This is an optimization exercise on Yosys and OpenROAD, whose aim is small area, not a production implementation. In this exercise RTL edits were held to simulation tests only and were not proved equivalent to the original. The clock port is modelled as an ideal driver, which makes a skipped or thinned clock tree look cheaper than it is; a real chip needs a root buffer or a tree. Power and IR drop assume default switching activity.

Setup of ember:
==> flow/design.v (excerpt) <==
module Wlaz_kot(
  input iCLK,
  input iRST,
  output oSOUND
);
  reg [14:0] rT;
  wire dtick = (rT == 15'b010110101101000);
  wire fb = ~(rT[13] ^ rT[14]);
  always @(posedge iCLK)
    if (iRST) rT <= 15'b100001010010100;
    else if (dtick) rT <= 15'd0;
    else rT <= {~rT[13:0], fb};
  reg [1:0] ph;
  reg [3:0] g;
  reg [1:0] r;
  wire pend = g[3] & r[0] & ((ph == 2'd1) ? (g[0] & ~r[1]) : r[1]);
  always @(posedge iCLK)
    if (iRST) begin
      ph <= 0; g <= 0; r <= 2'd1;
    end else if (dtick) begin
      if (pend) begin
        ph <= ph + 2'd1; g <= 0; r <= 0;
      end else
        {g, r} <= {g, r} + 6'd1;
    end
  wire g_lt7 = ~g[3] & ~(g[2] & g[1] & g[0]);
  wire r3 = r[1] & r[0];
  wire r0 = ~r[1] & ~r[0];
  wire r2 = r[1] & ~r[0];
  wire en = ph[1] ? (g_lt7 ? r0 : ~r3)
                  : (g_lt7 ? ~r3 : (g[3] & g[0] ? r0 : r2));
  wire sA = ph[1] ? (g == 4'd8 & ~ph[0]) : (g == 4'd0);
  wire sB = ph[1] ? (g == 4'd7) : (g == 4'd1 | g == 4'd2);
  wire sC = ~ph[1] & (g == 4'd3);
  wire sD = ~ph[1] & (g == 4'd4 | g == 4'd5);
  wire sE = ph[1] ? (g == 4'd8 & ph[0]) : (g == 4'd6);
  wire sZ = ~(sA | sB | sC | sD | sE);
  reg [13:0] rC;
  reg rS;
  wire mA = rC[13:3] == 11'b00000011111;
  wire mB = ~rC[13] & ~rC[12] & rC[8] & rC[5] & rC[2] & rC[1] & rC[0];
  wire mC = rC == 14'd279;
  wire mD = rC[8] & rC[6] & rC[3] & rC[2];
  wire mE = rC[8] & rC[6] & rC[5] & rC[4] & rC[2];
  wire match = sA & mA | sB & mB | sC & mC | sD & mD | sE & mE | sZ & (&rC);
  always @(posedge iCLK)
    if (iRST) begin
      rC <= 0; rS <= 0;
    end else if (en) begin
      rC <= match ? 14'd0 : rC + 14'd1;
      rS <= rS ^ match;
    end else
      rS <= 0;
  assign oSOUND = rS;
endmodule
For scale: roughly 180 cells after synthesis.
clock: 10.0 ns
lec_check: 0
cap_margin: 20
core_area: 2.3 2.72 57.5 59.84
die_area: 0 0 59.8 62.56
place_density: 0.8
slew_margin: 20
standard.sh (not shown) runs the stock make flow with config.mk's settings and CLKGATE_MAP_FILE= SYNTH_SCRIPT=/design/flow/synth_recipe.tcl, a recipe that flattens the netlist after the stock synthesis.
==> flow/flow/run.sh <==
#!/bin/bash
# Own flow: the standard layout (standard.sh's make command), with
#  - Yosys's ABC step given an area-oriented mapping script (flow/area.abc) in place of ORFS's,
#  - no separate half/full-adder mapping (ABC maps the adders with the rest of the logic),
#  - after clock tree synthesis, the tree replaced by ONEBUF_N clock buffers fed straight from
#    the clock port, each driving one cluster of flip-flops (flow/onebuf.tcl),
#  - port buffers of the smallest buffer cell.
# Each tool's output goes to the ORFS logs under orfs/logs; make's own output to flow.log.
set -euo pipefail
W=$(pwd)
export ONEBUF_CELL=sky130_fd_sc_hd__clkbuf_8
export ONEBUF_N=3
{
  head -n 1 synth_recipe.tcl
  echo "proc abc {args} { set i [lsearch -exact \$args -script]; if {\$i >= 0} { set args [lreplace \$args \$i [expr {\$i+1}] -script $W/flow/area.abc] }; yosys abc {*}\$args }"
  tail -n +2 synth_recipe.tcl
} > my_synth.tcl
sed -e "s|SYNTH_SCRIPT=[^ ]*|SYNTH_SCRIPT=$W/my_synth.tcl ADDER_MAP_FILE= 'CTS_ARGS=-sink_clustering_enable -repair_clock_nets -dont_use_dummy_load' POST_CTS_TCL=$W/flow/onebuf.tcl 'BUFFER_PORTS_ARGS=-buffer_cell sky130_fd_sc_hd__buf_1'|" standard.sh > my_standard.sh
bash my_standard.sh > flow.log 2>&1
==> flow/flow/area.abc <==
strash
&get -n
&deepsyn -T 20
&put
amap
strash
&get -n
&deepsyn -T 20
&put
amap
strash
&get -n
&deepsyn -T 20
&put
amap
strash
&get -n
&deepsyn -T 20
&put
amap
strash
&get -n
&deepsyn -T 20
&put
amap
topo
==> flow/flow/onebuf.tcl <==
# Replace the clock tree that CTS built with a single clock buffer driving every flip-flop.
# The clock port then drives only that buffer's input.
set cell $::env(ONEBUF_CELL)
set block [ord::get_db_block]
set db [ord::get_db]
set port [$block findBTerm iCLK]
set rootnet [$port getNet]
# the clock network: nets reached from the port through buffers
set bufs {}
set sinks {}
set todo [list $rootnet]
set nets {}
while {[llength $todo] > 0} {
  set n [lindex $todo 0]
  set todo [lrange $todo 1 end]
  lappend nets $n
  foreach it [$n getITerms] {
    if {![$it isInputSignal]} { continue }
    set inst [$it getInst]
    set m [[$inst getMaster] getName]
    if {[string match "*clkbuf*" $m] || [string match "*clkinv*" $m] || [string match "*_buf_*" $m]} {
      lappend bufs $inst
      foreach o [$inst getITerms] {
        if {[$o isOutputSignal] && [$o getNet] ne "NULL"} { lappend todo [$o getNet] }
      }
    } else {
      lappend sinks $it
    }
  }
}
puts "onebuf: [llength $bufs] clock buffers, [llength $sinks] sinks"
foreach it $sinks { $it disconnect }
foreach inst $bufs {
  foreach it [$inst getITerms] { if {[$it getNet] ne "NULL" && [$it getNet] ne $rootnet} { set nn [$it getNet]; $it disconnect; if {[llength [$nn getITerms]] == 0} { odb::dbNet_destroy $nn } } }
  odb::dbInst_destroy $inst
}
set master [$db findMaster $cell]
$rootnet setSigType CLOCK
# k-means on the sinks' positions, one buffer per cluster
set nclu $::env(ONEBUF_N)
set pts {}
foreach it $sinks { set bb [[$it getInst] getBBox]; lappend pts [list [expr {([$bb xMin] + [$bb xMax]) / 2.0}] [expr {([$bb yMin] + [$bb yMax]) / 2.0}]] }
set sorted [lsort -real -index 0 $pts]
set cent {}
for {set k 0} {$k < $nclu} {incr k} { lappend cent [lindex $sorted [expr {int(($k + 0.5) * [llength $sorted] / $nclu)}]] }
for {set iter 0} {$iter < 50} {incr iter} {
  set asg {}
  foreach p $pts {
    set best 0; set bd 1e30
    for {set k 0} {$k < $nclu} {incr k} {
      set c [lindex $cent $k]
      set d [expr {abs([lindex $p 0] - [lindex $c 0]) + abs([lindex $p 1] - [lindex $c 1])}]
      if {$d < $bd} { set bd $d; set best $k }
    }
    lappend asg $best
  }
  set nc {}
  for {set k 0} {$k < $nclu} {incr k} {
    set sx 0; set sy 0; set n 0
    foreach p $pts a $asg { if {$a == $k} { set sx [expr {$sx + [lindex $p 0]}]; set sy [expr {$sy + [lindex $p 1]}]; incr n } }
    if {$n > 0} { lappend nc [list [expr {$sx / $n}] [expr {$sy / $n}]] } else { lappend nc [lindex $cent $k] }
  }
  set cent $nc
}
for {set k 0} {$k < $nclu} {incr k} {
  set b [odb::dbInst_create $block $master clkbuf_leaf_$k]
  set cn [odb::dbNet_create $block clknet_leaf_$k]
  $cn setSigType CLOCK
  [$b findITerm A] connect $rootnet
  [$b findITerm X] connect $cn
  set n 0
  foreach it $sinks a $asg { if {$a == $k} { $it connect $cn; incr n } }
  set c [lindex $cent $k]
  $b setLocation [expr {int([lindex $c 0])}] [expr {int([lindex $c 1])}]
  $b setPlacementStatus PLACED
  puts "onebuf: leaf $k drives $n sinks"
}
detailed_placement
check_placement
estimate_parasitics -placement
The inputs of xenon differ from those of ember as listed below.
Settings: swapping 0.8 for 0.95 in PLACE_DENSITY.
--- a/flow/flow/run.sh
+++ b/flow/flow/run.sh
@@ -2,3 +2,4 @@
 # Own flow: the standard layout (standard.sh's make command), with
-#  - Yosys's ABC step given an area-oriented mapping script (flow/area.abc) in place of ORFS's,
+#  - Yosys's ABC step given an area-oriented mapping script (flow/area.abc: rounds of &deepsyn
+#    with fixed seeds and iteration limits, so the result is repeatable, then amap) in place of ORFS's,
 #  - no separate half/full-adder mapping (ABC maps the adders with the rest of the logic),
@@ -11,3 +12,3 @@
 export ONEBUF_CELL=sky130_fd_sc_hd__clkbuf_8
-export ONEBUF_N=3
+export ONEBUF_N=2
 {
==> flow/flow/area.abc <==
strash
&get -n
&deepsyn -J 200 -S 5
&put
amap
strash
&get -n
&deepsyn -J 200 -S 71
&put
amap
strash
&get -n
&deepsyn -J 200 -S 17
&put
amap
strash
&get -n
&deepsyn -J 200 -S 37
&put
amap
strash
&get -n
&deepsyn -J 200 -S 53
&put
amap
topo
==> comparison <==
Sort xenon and ember by post-route clock period utilization, ascending, and ember comes first.
[compare] base=ember new=xenon: sequential share of the synthesized area did not really move, met2 usage in global routing went down, worst-case setup slack after placement went up, transition time at the pin with the least slew margin went down.
Edits applied to the flow inputs when going from xenon to quartz:
Settings: changing PLACE_DENSITY from 0.95 to 0.8.
--- a/flow/flow/run.sh
+++ b/flow/flow/run.sh
@@ -12,3 +12,3 @@
 export ONEBUF_CELL=sky130_fd_sc_hd__clkbuf_8
-export ONEBUF_N=2
+export ONEBUF_N=3
 {
## What came out
Maximum frequency from static timing analysis for quartz: about 1.3% up relative to xenon
On clock power share, the higher figure sits with quartz, not xenon.
There was hardly any difference in delay of the slowest cell on the worst path between xenon and quartz.
quartz vs. xenon: total power now larger; number of clock sinks now sits at about the same level.
In quartz, via count normalized by instance count is lower than in xenon.
The met1 usage in global routing in quartz was higher than what xenon gave.
Total wire length after detailed routing is lower on quartz
In every run of this note, the design's own scripts or RTL, not TritonCTS, make the clock network.

## afterwards: timing with drivers on the ports
The results above use ideal ports. As a check the final layouts listed here were re-extracted and re-timed, cells and wires unchanged. Step 1 sets driving cells, clkbuf_16 on the clock port and buf_2 on the other inputs (assumed; they add their load-dependent delay and slew). Step 2 moves the port delays by t, midway between the first and last clock arrival at a register: inputs arrive t later, outputs are due t later. That takes back most of the time a late clock gives input paths. Slacks: ideal ports / drivers / drivers and shift; pairs: ideal ports / drivers.
| run | t (ns) | slack for setup (ns) | worst data-port slew with drivers (ns) | pins driven straight from the clock port |
|---|---|---|---|---|
| ember | 0.182 | 6.934 / 6.958 / 6.776 | 0.03 | 3 |
| xenon | 0.194 | 6.718 / 6.718 / 6.718 | 0.03 | 2 |
| quartz | 0.189 | 6.760 / 6.760 / 6.760 | 0.03 | 3 |
After both steps setup and hold are still met in every run listed. For ember, which loses most, drivers alone change the setup slack by +0.024 ns; drivers and shift together by -0.158 ns.
